Background: an optimization exercise with open tools, aiming at small area. Do not read the settings as production practice.
The RTL was checked by simulation tests, not by an equivalence proof against the original design.
Power figures rest on the tool's default switching activity, not on a simulated workload.

==> flow/design.v <==
module Snake (CLK_100MHz,Tick,Reset,Go,dir,gameOver,randX,randY,VBlank,HBlank,
			  CurrentX,CurrentY,RED,GREEN,BLUE);
    input CLK_100MHz, Tick, Reset, VBlank, HBlank, Go;
    input [10:0] randX, randY, CurrentX, CurrentY;  
    input [1:0] dir; 
    output reg gameOver;
    output reg [3:0] RED, GREEN, BLUE;
    parameter MAXSIZE = 127;  
    reg displayArea, apple, border, snake, head, temp;
    wire R, G, B;
    reg [10:0] appleX, appleY;
    reg [10:0] snakeX[0:MAXSIZE];  
    reg [10:0] snakeY[0:MAXSIZE];  
    reg [10:0] snakeX2[0:MAXSIZE];  
    reg [10:0] snakeY2[0:MAXSIZE];  
    reg pause;
    reg [6:0] size;  
    integer i, j ,k, m; 
    always@(posedge CLK_100MHz) begin
        if (Go) pause <= 0;
        if(Reset || gameOver) begin  
            appleX <= 400;
            appleY <= 300;
            snakeX2[0] <= 100;
            snakeY2[0] <= 500;
            pause <= 1;
            size <= 3;
            for(i=1; i<=MAXSIZE; i=i+1) begin
                snakeX2[i] <= 0;
                snakeY2[i] <= 0;
            end
        end
        else if (~pause) begin 
            case(dir)  
                2'b00: begin snakeY2[0] <= snakeY[0] - 20;  
                             snakeX2[0] <= snakeX[0]; end
                2'b01: begin snakeX2[0] <= snakeX[0] + 20;  
                             snakeY2[0] <= snakeY[0]; end
                2'b10: begin snakeY2[0] <= snakeY[0] + 20;  
                             snakeX2[0] <= snakeX[0]; end
                2'b11: begin snakeX2[0] <= snakeX[0] - 20;  
                             snakeY2[0] <= snakeY[0]; end
                default: begin snakeY2[0] <= snakeY[0] - 20;  
                               snakeX2[0] <= snakeX[0]; end
            endcase
            for(j=1; j<=MAXSIZE; j=j+1) begin
                snakeX2[j] <= snakeX[j-1];
                snakeY2[j] <= snakeY[j-1];
            end
        end
        else begin  
            for (i=0; i<=MAXSIZE; i=i+1) begin
                snakeX2[i] <= snakeX2[i];
                snakeY2[i] <= snakeY2[i];
            end
        end
        if(apple && head) begin  
            appleX <= randX;
            appleY <= randY;
            size <= (size<MAXSIZE) ? size+4: size; 
	end  
        if(Reset)
            gameOver <= 0;
        else if((border && head) || (head && snake))
            gameOver <= 1;
        else 
            gameOver <= 0;
    end
    always@(posedge CLK_100MHz) begin 
        if (Reset) begin
          snakeX[0] <= 100;
          snakeY[0] <= 500;
          for(m=1; m<=MAXSIZE; m=m+1) begin
            snakeX[m] <= 0;
            snakeY[m] <= 0;
          end
        end
        else if (Tick) begin
          for(m=0; m<=MAXSIZE; m=m+1) begin
            snakeX[m] <= snakeX2[m];
            snakeY[m] <= snakeY2[m];
          end
        end
	end
    always@(*) begin
		border = (CurrentX <= 20) || (CurrentX >= 780) || (CurrentY <= 20) || (CurrentY >= 580);
		apple  = (CurrentX > appleX && CurrentX < (appleX+20)) && (CurrentY > appleY & CurrentY < (appleY+20));
        head   = (CurrentX > snakeX[0] && CurrentX < (snakeX[0]+20)) && (CurrentY > snakeY[0] && CurrentY < (snakeY[0]+20));
		temp   = 0;
		for (k=1; k<=MAXSIZE; k=k+1) 
			if (k<=size)
				temp = temp || ((CurrentX > snakeX[k] && CurrentX < snakeX[k]+20) && (CurrentY > snakeY[k] && CurrentY < snakeY[k]+20));
		snake = temp;
    end
    assign R = apple && ~snake;
    assign G = (head || snake) && ~border;
    assign B = border;
    always@(posedge CLK_100MHz) 
    begin
        if(VBlank || HBlank) 
			{RED,GREEN,BLUE} <= 0; 
         else
			{RED,GREEN,BLUE}  <= {{4{R}},{4{G}},{4{B}}}; 
    end             
endmodule 
==> flow/run.sh <==
#!/bin/bash
# synth_recipe.tcl (not shown) runs the flow's synth.tcl, then flattens the netlist and writes it again
# the make line also repeats each setting of config.mk as NAME=value (left out here)
make -C /OpenROAD-flow-scripts/flow DESIGN_CONFIG=/design/flow/config.mk WORK_HOME=/design/flow/orfs CLKGATE_MAP_FILE= SYNTH_SCRIPT=/design/flow/synth_recipe.tcl finish
==> flow/config.mk <==
export PLATFORM = sky130hd
export DESIGN_NAME = Snake
export DESIGN_NICKNAME = Snake
export VERILOG_FILES = /design/flow/design.v
export SDC_FILE = /design/flow/constraint.sdc
export NUM_CORES = 8
export LEC_CHECK = 0
export CAP_MARGIN = 20
export CORE_MARGIN = 2
export CORE_UTILIZATION = 40
export SLEW_MARGIN = 20
==> flow/constraint.sdc <==
create_clock -name core_clock -period 10.0 [get_ports {CLK_100MHz}]
set_input_delay 2.0000 -clock core_clock [delete_from_list [all_inputs] [get_ports {CLK_100MHz}]]
set_output_delay 2.0000 -clock core_clock [all_outputs]
set_load 0.01 [all_outputs]
==> results.txt <==
Synth Instances ~34,000; Final Core Density about 44%; commonest non-fill, non-tap cells in the layout nor2_1 (5,424), ha_1 (4,914), dfxtp_1 (4,620); top-level port count 65; DRT Pass-1 Iters 6; Switching Share between 20% and 30%; register area share after synthesis a little under a third; Longest Clk Path Bufs 4; pin count of the biggest net entering global routing 160; Skew-Pair Late Insertion Delay between 1000 and 1500 ps; CP endpoint kind flop; PostCTS Resize Cnt 0; Worst setup startpoint CurrentX[1]; max_slew headroom 19.6%; Fill cells 73,600; FF+latch area between 90,000 and 100,000 µm²; Seq pwr share between 40% and 50%; Clock transition at path regs around 60 ps; Die Area ~770,000 µm²; # port buffers 64; Unique masters post-synth 88; Synth area leader dfxtp_1; worst hold path type flop to flop; vias in the first global route between 200k and 250k; Yosys top cell area share between 30% and 40%; TritonCTS clock tree built; final worst path period share 77.5%; status timing/DRC/antenna clean; origin of the critical flop-to-flop path snakeX[0][1]; cts hold-fix bufs 0; DRC Markers 0; Setup Total Neg Slack 0 ps; share of cells above drive strength 1 approximately 4.1%; Post-synth EDFFs 27; first-pass GRT wire length ~1500 mm; Lkg Pwr between 100 and 150 nW; design internal power around 33 mW; Die X-Extent approximately 900 µm; arrival time at the worst endpoint around 8800 ps; H-tree depth 6; ys flop type dfxtp_1; Critical Path Fanout Max 19; Combinational Power Share a little under an eighth; Hold Path Origin snakeX2[26][3]; Die H 878 µm; Vias per Instance about 5.6; total power between 40 and 50 mW; Layout area overhead 10.5%; commonest non-fill, non-tap cell in the layout nor2_1; clock network fraction of design power between 40% and 50%; Iter 0 DRT Violations ~19,000; CTS buffer count about 550; clock root cell clkbuf_16; total grt overflow 0; critical setup path kind input pin to flop; Worst Tran Pin Value roughly 1200 ps; Setup crit start kind input pin; post-synth net total between 30,000 and 40,000; f_max about 130 MHz; unrepaired setup endpoints after global routing no; ys async rst share 0%; power per cell area approximately 130 nW/µm²; P_sw between 10 and 15 mW; RePlAce Congestion approximately 0.92; Final HPWL DP slightly above 700 mm; Worst VDD drop 191 µV; fin. max-slew vios 0; wirelength, routed a little over 1000 mm; antenna violations before repair 84; Avg Cell Area, Syn around 8.9 µm²; FP Rows between 300 and 400; Post-Syn Area between 300,000 and 400,000 µm²; core area between 700,000 and 800,000 µm²; WL/cell 22.6 µm; Req. time, crit path ~11,000 ps; post-CTS setup buffers 0; Layout Skew slightly below 70 ps; total vias in the final route roughly 250k; fin crit period approximately 7800 ps; Nets 39,100; Final setup viols 0; max_cap viols 0; All-Layer GR Usage roughly a quarter; Initial Utilization between 40 and 50%; area used by multi-input combinational logic 197,000 µm²; largest cells by area after synthesis dfxtp_1 (30%), ha_1 (20%), mux2i_1 (15%); Yosys reg bits between 4,000 and 5,000; post-route ant nets 0; CTS Sinks around 4,600; Syn. warnings 5; Hold Fails Final Rpt 0
## per-layer routing
layer  vias to the layer above  track usage [%]  wire, µm
met3                      1731             3.21     58400
li1                     121000                -         -
met1                    122000             34.1    461000
met5                         -                0       234
met4                        28             9.98     45900
met2                      6692             40.4    443000
## registers in the layout, indices dropped and copies added, names as in the netlist, 5 cells and up
name,flops
snakeX,1154
snakeY,1154
size,5
snakeX2,1154
appleY,11
snakeY2,1154
appleX,11
## cell families (layout without fill, tap and decap cells)
| logic type | after synthesis | count (layout) | synth area share, % |
|---|---|---|---|
| other | 0 | 43 | 0 |
| XOR/XNOR | 1822 | 1822 | 5.22 |
| flip-flops | 4648 | 4648 | 30.5 |
| AO/OA/AOI/OAI | 5281 | 5281 | 10.9 |
| multiplexers | 4595 | 4595 | 15.0 |
| AND/OR/NAND/NOR | 9060 | 9060 | 13.1 |
| buffers and inverters | 4058 | 4196 | 5.02 |
| adder cells (fa/ha/maj) | 4916 | 4916 | 20.1 |
## synth_stat cells (all sizes together), types with 89 or more instances
master	count
a2111oi	152
a211oi	263
a21o	475
a21oi	1409
a221oi	120
a31oi	133
and3	189
buf	263
clkbuf	1078
dfxtp	4621
ha	4916
inv	2715
mux2i	4595
nand2	786
nand2b	128
nand3	482
nand4	473
nor2	5428
nor2b	179
nor3	726
nor3b	157
nor4	219
o2111ai	110
o211ai	206
o21a	220
o21ai	1472
o21bai	107
or3	89
xnor2	1562
xor2	260
## worst paths after layout
path	end	slack, ps	cells after the start
min	snakeX[26][3]	470	2
min reg2reg	snakeX[26][3]	470	2
max reg2reg	RED[0]	3570	15
max	RED[0]	2250	15
## worst max-delay path: stages
cell             delay (ps)
clkdlybuf4s50_1         790
ha_4                    520
nand2b_4                370
nand2_4                 790
buf_4                   670
a221oi_1                190
o211ai_1                260
a21oi_1                 110
o2111a_1                270
nor4_2                  870
nand4_1                 370
nor4_1                  790
buf_4                   260
and4_1                  230
and4_1                  200
## through the flow
stage	setup slack, ps	std cells	hold slack (ps)	area (µm²)
after global placement	1080	43700	454	319000
final	2250	44700	472	338000
after floorplan	4750	34400	441	306000
after global routing	2390	44700	494	338000
after detailed placement	1250	43700	462	319000
after CTS	2460	44700	472	338000
## layout make-up
class                      count  area share [%]
tap                        10200            3.77
sequential                  4648            27.6
antenna                       43          0.0319
inverter                    2717            3.02
multi-input combinational  25700            58.4
timing repair buffer         503            1.60
clock inverter               229           0.910
clock buffer                 747            4.62
## power groups by stage
stage | clock network, mW | registers, mW | logic (mW)
after floorplan | 0 | 19.0 | 3.26
after global placement | 0 | 19.0 | 5.21
after CTS | 21.3 | 18.6 | 5.35
after detailed placement | 0 | 19.0 | 5.33
final | 20.9 | 18.6 | 5.39
after global routing | 22.0 | 18.6 | 5.85

re-timing with driven ports:
Ports are ideal in the flow. The routed layout listed here was re-timed in OpenROAD.
Step 1 sets driving cells, clkbuf_16 on the clock port and buf_2 on the other inputs (assumed; they add their load-dependent delay and slew).
Step 2 adds t to the input delays and takes it off the output delays; t is the mean of the earliest and latest rising clock arrival at the registers after step 1. Input paths then give back, and output paths get back, about the clock's delay inside the block.
Three values: no drivers, after step 1, after step 2; two values: the first two.
t (ns): 1.256
setup WS [ns]: 2.247 / 2.356 / 1.099
worst setup path after step 2: input to register
pins driven straight from the clock port: 1
After both steps setup and hold are still met in this run. The setup slack of this run moves by +0.109 ns with the drivers and by -1.148 ns with both steps.
